Source: an optimization exercise on an open RTL-to-GDS flow (aim: a short achievable clock period and low power). Production flows keep margins and buffers that such runs may drop.
Function not checked in this run: the RTL went through the layout flow alone.
No activity file was given, so power comes from the tool's default toggle rates.

$ cat standard.sh
#!/bin/bash
# synth_recipe.tcl (not shown) runs the flow's synth.tcl, then flattens the netlist and writes it again
# the make line also repeats each setting of config.mk as NAME=value (left out here)
make -C /OpenROAD-flow-scripts/flow DESIGN_CONFIG=/design/flow/config.mk WORK_HOME=/design/flow/orfs CLKGATE_MAP_FILE= SYNTH_SCRIPT=/design/flow/synth_recipe.tcl "${@:-finish}"
$ cat config.mk
export PLATFORM = sky130hd
export DESIGN_NAME = macs_axi4s
export DESIGN_NICKNAME = macs_axi4s
export VERILOG_FILES = /design/flow/design.v
export SDC_FILE = /design/flow/constraint.sdc
export NUM_CORES = 4
export LEC_CHECK = 0
export CAP_MARGIN = 0
export CORE_MARGIN = 2
export CORE_UTILIZATION = 40
export CTS_BUF_LIST = sky130_fd_sc_hd__clkbuf_4 sky130_fd_sc_hd__clkbuf_8
export SETUP_SLACK_MARGIN = 1.0
export SLEW_MARGIN = 0
export SYNTH_HIERARCHICAL = 1
$ cat flow/run.sh
#!/bin/bash
# Own layout flow: the standard flow, run in two parts.
#  1. the standard synthesis, unchanged;
#  2. the rest of the standard flow, with clock tree synthesis told not to add dummy
#     load cells (they only balance the tree and burn clock power), plus any extra ORFS
#     make variables listed one per line in flow/extra_vars.txt.
# Each part's full output goes to its own log file in the work folder.
set -euo pipefail
bash standard.sh synth > flow_synth.log 2>&1
CTS="-sink_clustering_enable -repair_clock_nets -dont_use_dummy_load"
CTS="$CTS -buf_list {sky130_fd_sc_hd__clkbuf_4 sky130_fd_sc_hd__clkbuf_8}"
EXTRA=()
if [[ -f flow/extra_vars.txt ]]; then
  mapfile -t EXTRA < <(grep -v '^#' flow/extra_vars.txt | grep . || true)
fi
bash standard.sh "CTS_ARGS=$CTS" "${EXTRA[@]}" finish > flow_layout.log 2>&1
$ cat constraint.sdc
create_clock -name core_clock -period 5.0 [get_ports {clk}]
set_input_delay 1.0000 -clock core_clock [delete_from_list [all_inputs] [get_ports {clk}]]
set_output_delay 1.0000 -clock core_clock [all_outputs]
set_load 0.01 [all_outputs]
$ cat design.v
`timescale 1ns / 1ps
module mac_en (
    input s_axis_tvalid, input m_axis_tready, input reset,
    output en
);
    assign en = s_axis_tvalid & m_axis_tready & reset;
endmodule
module mac_iso (
    input en,
    input [7:0] a, input [7:0] b,
    output [7:0] ya, output [7:0] yb
);
    assign ya = a & {8{en}};
    assign yb = b & {8{en}};
endmodule
module mac_axi4s (
    input clk, input reset,
    input s_axis_tvalid, input m_axis_tready,
    input [7:0] data, input [7:0] weight,
    output [15:0] acc
);
    wire en;
    wire [7:0] d, w;
    mac_en acc_en (.s_axis_tvalid(s_axis_tvalid), .m_axis_tready(m_axis_tready), .reset(reset), .en(en));
    mac_iso iso (.en(en), .a(data), .b(weight), .ya(d), .yb(w));
    reg [15:0] s;
    reg [0:0] c;
    wire [7:0] pp0 = d & {8{w[0]}};
    wire [7:0] pp1 = d & {8{w[1]}};
    wire [7:0] pp2 = d & {8{w[2]}};
    wire [7:0] pp3 = d & {8{w[3]}};
    wire [7:0] pp4 = d & {8{w[4]}};
    wire [7:0] pp5 = d & {8{w[5]}};
    wire [7:0] pp6 = d & {8{w[6]}};
    wire [7:0] pp7 = d & {8{w[7]}};
    wire t1 = pp0[5] ^ pp1[4];
    wire u2 = pp0[5] & pp1[4];
    wire t3 = pp0[6] ^ pp1[5] ^ pp2[4];
    wire u4 = (pp0[6] & pp1[5]) | (pp0[6] & pp2[4]) | (pp1[5] & pp2[4]);
    wire t5 = pp3[3] ^ pp4[2];
    wire u6 = pp3[3] & pp4[2];
    wire t7 = pp0[7] ^ pp1[6] ^ pp2[5];
    wire u8 = (pp0[7] & pp1[6]) | (pp0[7] & pp2[5]) | (pp1[6] & pp2[5]);
    wire t9 = pp3[4] ^ pp4[3] ^ pp5[2];
    wire u10 = (pp3[4] & pp4[3]) | (pp3[4] & pp5[2]) | (pp4[3] & pp5[2]);
    wire t11 = pp6[1] ^ pp7[0];
    wire u12 = pp6[1] & pp7[0];
    wire t13 = pp1[7] ^ pp2[6] ^ pp3[5];
    wire u14 = (pp1[7] & pp2[6]) | (pp1[7] & pp3[5]) | (pp2[6] & pp3[5]);
    wire t15 = pp4[4] ^ pp5[3] ^ pp6[2];
    wire u16 = (pp4[4] & pp5[3]) | (pp4[4] & pp6[2]) | (pp5[3] & pp6[2]);
    wire t17 = pp7[1] ^ s[8];
    wire u18 = pp7[1] & s[8];
    wire t19 = pp2[7] ^ pp3[6] ^ pp4[5];
    wire u20 = (pp2[7] & pp3[6]) | (pp2[7] & pp4[5]) | (pp3[6] & pp4[5]);
    wire t21 = pp5[4] ^ pp6[3] ^ pp7[2];
    wire u22 = (pp5[4] & pp6[3]) | (pp5[4] & pp7[2]) | (pp6[3] & pp7[2]);
    wire t23 = pp3[7] ^ pp4[6] ^ pp5[5];
    wire u24 = (pp3[7] & pp4[6]) | (pp3[7] & pp5[5]) | (pp4[6] & pp5[5]);
    wire t25 = pp6[4] ^ pp7[3];
    wire u26 = pp6[4] & pp7[3];
    wire t27 = pp4[7] ^ pp5[6];
    wire u28 = pp4[7] & pp5[6];
    wire t29 = pp0[3] ^ pp1[2];
    wire u30 = pp0[3] & pp1[2];
    wire t31 = pp0[4] ^ pp1[3] ^ pp2[2];
    wire u32 = (pp0[4] & pp1[3]) | (pp0[4] & pp2[2]) | (pp1[3] & pp2[2]);
    wire t33 = pp3[1] ^ pp4[0];
    wire u34 = pp3[1] & pp4[0];
    wire t35 = t1 ^ pp2[3] ^ pp3[2];
    wire u36 = (t1 & pp2[3]) | (t1 & pp3[2]) | (pp2[3] & pp3[2]);
    wire t37 = pp4[1] ^ pp5[0] ^ s[5];
    wire u38 = (pp4[1] & pp5[0]) | (pp4[1] & s[5]) | (pp5[0] & s[5]);
    wire t39 = u2 ^ t3 ^ t5;
    wire u40 = (u2 & t3) | (u2 & t5) | (t3 & t5);
    wire t41 = pp5[1] ^ pp6[0] ^ s[6];
    wire u42 = (pp5[1] & pp6[0]) | (pp5[1] & s[6]) | (pp6[0] & s[6]);
    wire t43 = u4 ^ u6 ^ t7;
    wire u44 = (u4 & u6) | (u4 & t7) | (u6 & t7);
    wire t45 = t9 ^ t11 ^ s[7];
    wire u46 = (t9 & t11) | (t9 & s[7]) | (t11 & s[7]);
    wire t47 = u8 ^ u10 ^ u12;
    wire u48 = (u8 & u10) | (u8 & u12) | (u10 & u12);
    wire t49 = t13 ^ t15 ^ t17;
    wire u50 = (t13 & t15) | (t13 & t17) | (t15 & t17);
    wire t51 = u14 ^ u16 ^ u18;
    wire u52 = (u14 & u16) | (u14 & u18) | (u16 & u18);
    wire t53 = t19 ^ t21 ^ s[9];
    wire u54 = (t19 & t21) | (t19 & s[9]) | (t21 & s[9]);
    wire t55 = u20 ^ u22 ^ t23;
    wire u56 = (u20 & u22) | (u20 & t23) | (u22 & t23);
    wire t57 = t25 ^ s[10] ^ c[0];
    wire u58 = (t25 & s[10]) | (t25 & c[0]) | (s[10] & c[0]);
    wire t59 = u24 ^ u26 ^ t27;
    wire u60 = (u24 & u26) | (u24 & t27) | (u26 & t27);
    wire t61 = pp6[5] ^ pp7[4] ^ s[11];
    wire u62 = (pp6[5] & pp7[4]) | (pp6[5] & s[11]) | (pp7[4] & s[11]);
    wire t63 = u28 ^ pp5[7] ^ pp6[6];
    wire u64 = (u28 & pp5[7]) | (u28 & pp6[6]) | (pp5[7] & pp6[6]);
    wire t65 = pp7[5] ^ s[12];
    wire u66 = pp7[5] & s[12];
    wire t67 = pp6[7] ^ pp7[6];
    wire u68 = pp6[7] & pp7[6];
    wire t69 = pp0[2] ^ pp1[1];
    wire u70 = pp0[2] & pp1[1];
    wire t71 = t29 ^ pp2[1] ^ pp3[0];
    wire u72 = (t29 & pp2[1]) | (t29 & pp3[0]) | (pp2[1] & pp3[0]);
    wire t73 = u30 ^ t31 ^ t33;
    wire u74 = (u30 & t31) | (u30 & t33) | (t31 & t33);
    wire t75 = u32 ^ u34 ^ t35;
    wire u76 = (u32 & u34) | (u32 & t35) | (u34 & t35);
    wire t77 = u36 ^ u38 ^ t39;
    wire u78 = (u36 & u38) | (u36 & t39) | (u38 & t39);
    wire t79 = u40 ^ u42 ^ t43;
    wire u80 = (u40 & u42) | (u40 & t43) | (u42 & t43);
    wire t81 = u44 ^ u46 ^ t47;
    wire u82 = (u44 & u46) | (u44 & t47) | (u46 & t47);
    wire t83 = u48 ^ u50 ^ t51;
    wire u84 = (u48 & u50) | (u48 & t51) | (u50 & t51);
    wire t85 = u52 ^ u54 ^ t55;
    wire u86 = (u52 & u54) | (u52 & t55) | (u54 & t55);
    wire t87 = u56 ^ u58 ^ t59;
    wire u88 = (u56 & u58) | (u56 & t59) | (u58 & t59);
    wire t89 = u60 ^ u62 ^ t63;
    wire u90 = (u60 & u62) | (u60 & t63) | (u62 & t63);
    wire t91 = u64 ^ u66 ^ t67;
    wire u92 = (u64 & u66) | (u64 & t67) | (u66 & t67);
    wire t93 = u68 ^ pp7[7];
    wire u94 = u68 & pp7[7];
    wire t95 = pp0[1] ^ pp1[0];
    wire u96 = pp0[1] & pp1[0];
    wire t97 = t69 ^ pp2[0] ^ s[2];
    wire u98 = (t69 & pp2[0]) | (t69 & s[2]) | (pp2[0] & s[2]);
    wire t99 = u70 ^ t71 ^ s[3];
    wire u100 = (u70 & t71) | (u70 & s[3]) | (t71 & s[3]);
    wire t101 = u72 ^ t73 ^ s[4];
    wire u102 = (u72 & t73) | (u72 & s[4]) | (t73 & s[4]);
    wire t103 = u74 ^ t75 ^ t37;
    wire u104 = (u74 & t75) | (u74 & t37) | (t75 & t37);
    wire t105 = u76 ^ t77 ^ t41;
    wire u106 = (u76 & t77) | (u76 & t41) | (t77 & t41);
    wire t107 = u78 ^ t79 ^ t45;
    wire u108 = (u78 & t79) | (u78 & t45) | (t79 & t45);
    wire t109 = u80 ^ t81 ^ t49;
    wire u110 = (u80 & t81) | (u80 & t49) | (t81 & t49);
    wire t111 = u82 ^ t83 ^ t53;
    wire u112 = (u82 & t83) | (u82 & t53) | (t83 & t53);
    wire t113 = u84 ^ t85 ^ t57;
    wire u114 = (u84 & t85) | (u84 & t57) | (t85 & t57);
    wire t115 = u86 ^ t87 ^ t61;
    wire u116 = (u86 & t87) | (u86 & t61) | (t87 & t61);
    wire t117 = u88 ^ t89 ^ t65;
    wire u118 = (u88 & t89) | (u88 & t65) | (t89 & t65);
    wire t119 = u90 ^ t91 ^ s[13];
    wire u120 = (u90 & t91) | (u90 & s[13]) | (t91 & s[13]);
    wire t121 = u92 ^ t93 ^ s[14];
    wire u122 = (u92 & t93) | (u92 & s[14]) | (t93 & s[14]);
    wire t123 = u94 ^ s[15];
    wire u124 = u94 & s[15];
    wire [15:0] x = {u122, u120, u118, u116, u114, u112, u110, u108, u106, u104, u102, u100, u98, u96, t95, pp0[0]};
    wire [15:0] y = {t123, t121, t119, t117, t115, t113, t111, t109, t107, t105, t103, t101, t99, t97, s[1], s[0]};
    wire [10:0] blk0 = {1'b0, x[9:0]} + {1'b0, y[9:0]};
    wire [6:0] blk1 = {1'b0, x[15:10]} + {1'b0, y[15:10]};
    wire [15:0] s_next = {blk1[5:0], blk0[9:0]};
    wire [0:0] c_next = {blk0[10]};
    assign acc = s + ({15'd0, c[0]} << 10);
    always @(posedge clk)
        if (en) begin
            s <= s_next;
            c <= c_next;
        end else begin
            s <= s & {16{reset}};
            c <= c & {1{reset}};
        end
endmodule
`timescale 1ns / 1ps
module macs_axi4s #(
    parameter NUM_MACS = 8
) (
    input reset,
    input clk,
    input wire s_axis_tvalid,
    output reg s_axis_tready,
    input wire [127:0] s_axis_tdata,    
    output wire [127:0] m_axis_tdata,   
    output reg m_axis_tvalid,
    input wire m_axis_tready,
    input wire [15:0] s_axis_tkeep,
    output wire [15:0] m_axis_tkeep,
    input wire s_axis_tlast,
    output reg m_axis_tlast
);
    assign m_axis_tkeep = 16'hffff;
    always @(posedge clk) begin
        m_axis_tlast <= s_axis_tlast;
        if (!reset) begin
            s_axis_tready <= 1'b0;
            m_axis_tvalid <= 1'b0;
        end else begin
            s_axis_tready <= m_axis_tready;
            m_axis_tvalid <= s_axis_tvalid;
        end
    end
    genvar i;
    generate
        for (i = 0; i < NUM_MACS; i = i + 1) begin : lane
            mac_axi4s mac_i (
                .clk(clk), .reset(reset),
                .s_axis_tvalid(s_axis_tvalid), .m_axis_tready(m_axis_tready),
                .data(s_axis_tdata[16*i +: 8]), .weight(s_axis_tdata[16*i+8 +: 8]),
                .acc(m_axis_tdata[16*i +: 16]));
        end
    endgenerate
endmodule
$ cat flow/extra_vars.txt
RECOVER_POWER=100
==> impl_metrics.env <==
export IMPL_status="no timing/DRC/antenna violations"
export IMPL_place_congestion=0.872
export IMPL_hold_viol_final=0
export IMPL_fillers=5784
export IMPL_slew_headroom_pct=27.5
export IMPL_grt_max_degree=17
export IMPL_fmax_mhz=206
export IMPL_drive_gt1_share_pct=25.8
export IMPL_grt_pass1_wl_microns=115000
export IMPL_ff_latch_area_sq_um=2780
export IMPL_crit_fanout=7
export IMPL_power_leakage_nw=16.4
export IMPL_synthCells=2934
export IMPL_netlist_area_sq_um=25600
export IMPL_track_usage_pct=21.6
export IMPL_cp_required_ns=5.45
export IMPL_die_height_microns=257
export IMPL_multi_input_area_sq_um=21500
export IMPL_routed_wl_microns=69300
export IMPL_hpwlAfterDp_microns=56100
export IMPL_port_buffers=263
export IMPL_cp_start_kind="primary input"
export IMPL_ys_seq_elements=139
export IMPL_clock_skew_ns=0.0326
export IMPL_cts_tree="built"
export IMPL_min_period_over_period_pct=97.0
export IMPL_clkTransAtPathRegs_ns=0.09
export IMPL_die_area_sq_um=66100
export IMPL_ir_worst_vdd_uv=202
export IMPL_boundaryPins=296
export IMPL_crit_type="primary input to flop"
export IMPL_dr_total_vias=20700
export IMPL_crit_arrival_ns=5.30
export IMPL_clk_path_buf_depth=2
export IMPL_area_delta_synth_final_pct=32.2
export IMPL_cts_root_buf="clkbuf_8"
export IMPL_die_w_microns=257
export IMPL_holdCritPathClass="flop to flop"
export IMPL_ant_nets=0
export IMPL_fin_ws_ns=0.150
export IMPL_drtIter0Drc=757
export IMPL_syn_area_per_cell_sq_um=8.74
export IMPL_fin_crit_ns=4.85
export IMPL_antenna_found_initial=1
export IMPL_drc=0
export IMPL_worst_slew_pin_slew_ns=1.09
export IMPL_clock_sinks=139
export IMPL_routedWlPerCell_microns=16.0
export IMPL_endpoint_kind="flop"
export IMPL_clk_latency_ns=0.55
export IMPL_viasPerCell=4.76
export IMPL_htreeDepth=4
export IMPL_p_per_area_nw_per_um2=73.3
export IMPL_row_count=92
export IMPL_grt_pass1_vias=22700
export IMPL_grt_remaining_overflow=0
export IMPL_drv_slew=0
export IMPL_rsz0062_at_grt="yes"
export IMPL_placed_cells=4257
export IMPL_drv_cap=0
export IMPL_cts_buffers=17
export IMPL_setup_viol=0
export IMPL_start_util_pct=40.6
export IMPL_first_pass_iters=5
export IMPL_stdcell_count=4345
export IMPL_ys_warn_count=8
export IMPL_dp_slack_ns=-0.726
export IMPL_seq_area_frac_synth_pct=10.9
export IMPL_coreArea_sq_um=63200
export IMPL_ys_types=36
export IMPL_nets=4289
==> cell usage after synthesis (all sizes together) <==
cell	count	area, sq um
and3	16	100
xnor2	64	561
a21o	32	240
clkbuf	24	90.1
nand4	16	100
a31oi	16	100
a32o	8	80.1
o22ai	8	50.1
conb	1	3.75
fa	392	7850
buf	104	811
o31a	8	70.1
nor2b	16	160
o21bai	16	120
nor2	40	150
or3	8	50.1
nand3	40	200
and2	530	3440
o21ba	8	80.1
xor2	72	631
nand2	216	811
a211oi	24	180
a21boi	16	120
a41oi	8	70.1
inv	632	2370
ha	248	3100
dfxtp	139	2780
o21ai	136	681
o211a	8	80.1
a21oi	64	350
a22o	24	210
==> logic make-up after synthesis <==
family | Yosys count | synth area share [%]
AND/OR/NAND/NOR | 882 | 19.5
buffers and inverters | 760 | 12.8
adder cells (fa/ha/maj) | 640 | 42.7
XOR/XNOR | 136 | 4.65
other | 1 | 0.0146
flip-flops | 139 | 10.9
AO/OA/AOI/OAI | 376 | 9.49
==> power by group <==
part,internal [mW],switching [mW]
registers,1.12,0.0102
logic,0.321,0.287
clock network,0.298,0.452
total,1.73,0.749
==> routing by layer <==
metal  global-route usage, %  routed length [microns]  up-vias
li1                        -                        -    10100
met4                    6.04                     1510        0
met2                    37.2                    34700      332
met3                    3.62                     2780       92
met1                    27.8                    30300    10200
met5                       0                        0        -
==> Yosys stat by module (local to each module, per instance) <==
module      cell area (sq um)  flip-flops and latches
macs_axi4s                196                       3
mac_en                   6.26                       0
mac_axi4s                3050                      17
mac_iso                   126                       0
==> state kept, by name (all words and copies together) (netlist names) <==
register,count
lane.mac_i.s,128
s_axis_tready,1
lane.mac_i.c,8
m_axis_tlast,1
m_axis_tvalid,1
==> stage by stage <==
step / instance area (sq um) / utilization [%] / power, mW / TNS, ns / hold slack (ns)
2_1_floorplan: 26500 / - / 1.39 / 0 / 0.448
3_3_place_gp: 31800 / 50.4 / 1.66 / -37.30 / 0.466
3_5_place_dp: 31800 / 50.4 / 1.67 / -40.90 / 0.477
4_1_cts: 33400 / 52.9 / 2.52 / 0 / 0.486
5_1_grt: 33900 / 53.6 / 2.61 / 0 / 0.511
6_report: 33900 / 53.6 / 2.48 / 0 / 0.481
==> path summary, 6_finish.rpt <==
kind / startpoint / endpoint / slack (ns) / depth (start not counted)
worst max-delay path: m_axis_tready / lane[0].mac_i.s[8] / 0.15 / 18
worst min-delay path: lane[6].mac_i.s[2] / lane[6].mac_i.s[2] / 0.48 / 2
worst max register to register: lane[7].mac_i.s[8] / lane[7].mac_i.s[14] / 1.60 / 14
worst min register to register: lane[6].mac_i.s[2] / lane[6].mac_i.s[2] / 0.48 / 2
==> area by class of cell <==
class                           instances  share of cell area (%)
Tap cell                              846                    3.12
Antenna cell                            1                 0.00738
Inverter                              632                    7.00
Clock buffer                           17                   0.690
Timing Repair Buffer                  652                    17.6
Sequential cell                       139                    8.21
Multi-Input combinational cell       2058                    63.4
==> critical path, stage by stage <==
cell and delay (ns):
buf_12 0.12, buf_12 0.15, and3_1 0.38, and2_4 0.24, nand2_1 0.06, fa_1 0.44, fa_1 0.52, inv_2 0.05
fa_1 0.48, inv_1 0.05, fa_1 0.50, inv_2 0.05, ha_4 0.22, nand4_1 0.14, nor2b_4 0.05, o31a_1 0.25
or3_1 0.32, a32o_1 0.25
==> repair_timing <==
action / in CTS / in global routing
gates cloned: 13 / 0
endpoints found under the setup margin: 110 / 100
setup buffers: 45 / 12
pin swaps: 194 / 180
resized for setup: 345 / 186
hold buffers: 0 / 0
==> layout by cell type, fill, tap and decap left out, types with 18 or more instances in the layout <==
| master | Yosys | layout |
|---|---|---|
| a21o_1 | 32 | 32 |
| a21oi_1 | 56 | 36 |
| a21oi_2 | 8 | 18 |
| a22o_1 | 24 | 24 |
| and2_1 | 434 | 346 |
| and2_2 | 96 | 26 |
| and2_4 | 0 | 146 |
| buf_4 | 96 | 304 |
| buf_6 | 8 | 56 |
| clkdlybuf4s50_1 | 0 | 128 |
| dfxtp_1 | 139 | 139 |
| dlygate4sd3_1 | 0 | 132 |
| fa_1 | 392 | 336 |
| fa_2 | 0 | 56 |
| ha_1 | 248 | 181 |
| ha_4 | 0 | 65 |
| inv_1 | 632 | 540 |
| inv_2 | 0 | 92 |
| nand2_1 | 216 | 202 |
| nand3_1 | 40 | 37 |
| nor2_1 | 40 | 40 |
| o21ai_0 | 136 | 53 |
| o21ai_1 | 0 | 66 |
| xnor2_1 | 64 | 51 |
| xor2_1 | 72 | 70 |

[afterwards: timing with drivers on the ports]
Ports are ideal in the flow. The routed layout listed here was re-timed in OpenROAD. Step 1, drivers: a clkbuf_16 drives clk and a buf_2 each remaining input, both assumed. Step 2, shift: input delay + t, output delay - t, t = (earliest + latest rising clock arrival at the registers) / 2. This alone moves slack from input paths to output paths. Three values: ideal ports, drivers, drivers and shift; two values: the first two.
t, ns: 0.583
setup slack, ns: 0.150 / 0.141 / -0.443
worst slew at a driven data input, ns: 0.07
Met with ideal ports but missed after step 2: setup timing in this run. The setup slack of this run moves by -0.009 ns with the drivers and by -0.593 ns with both steps.
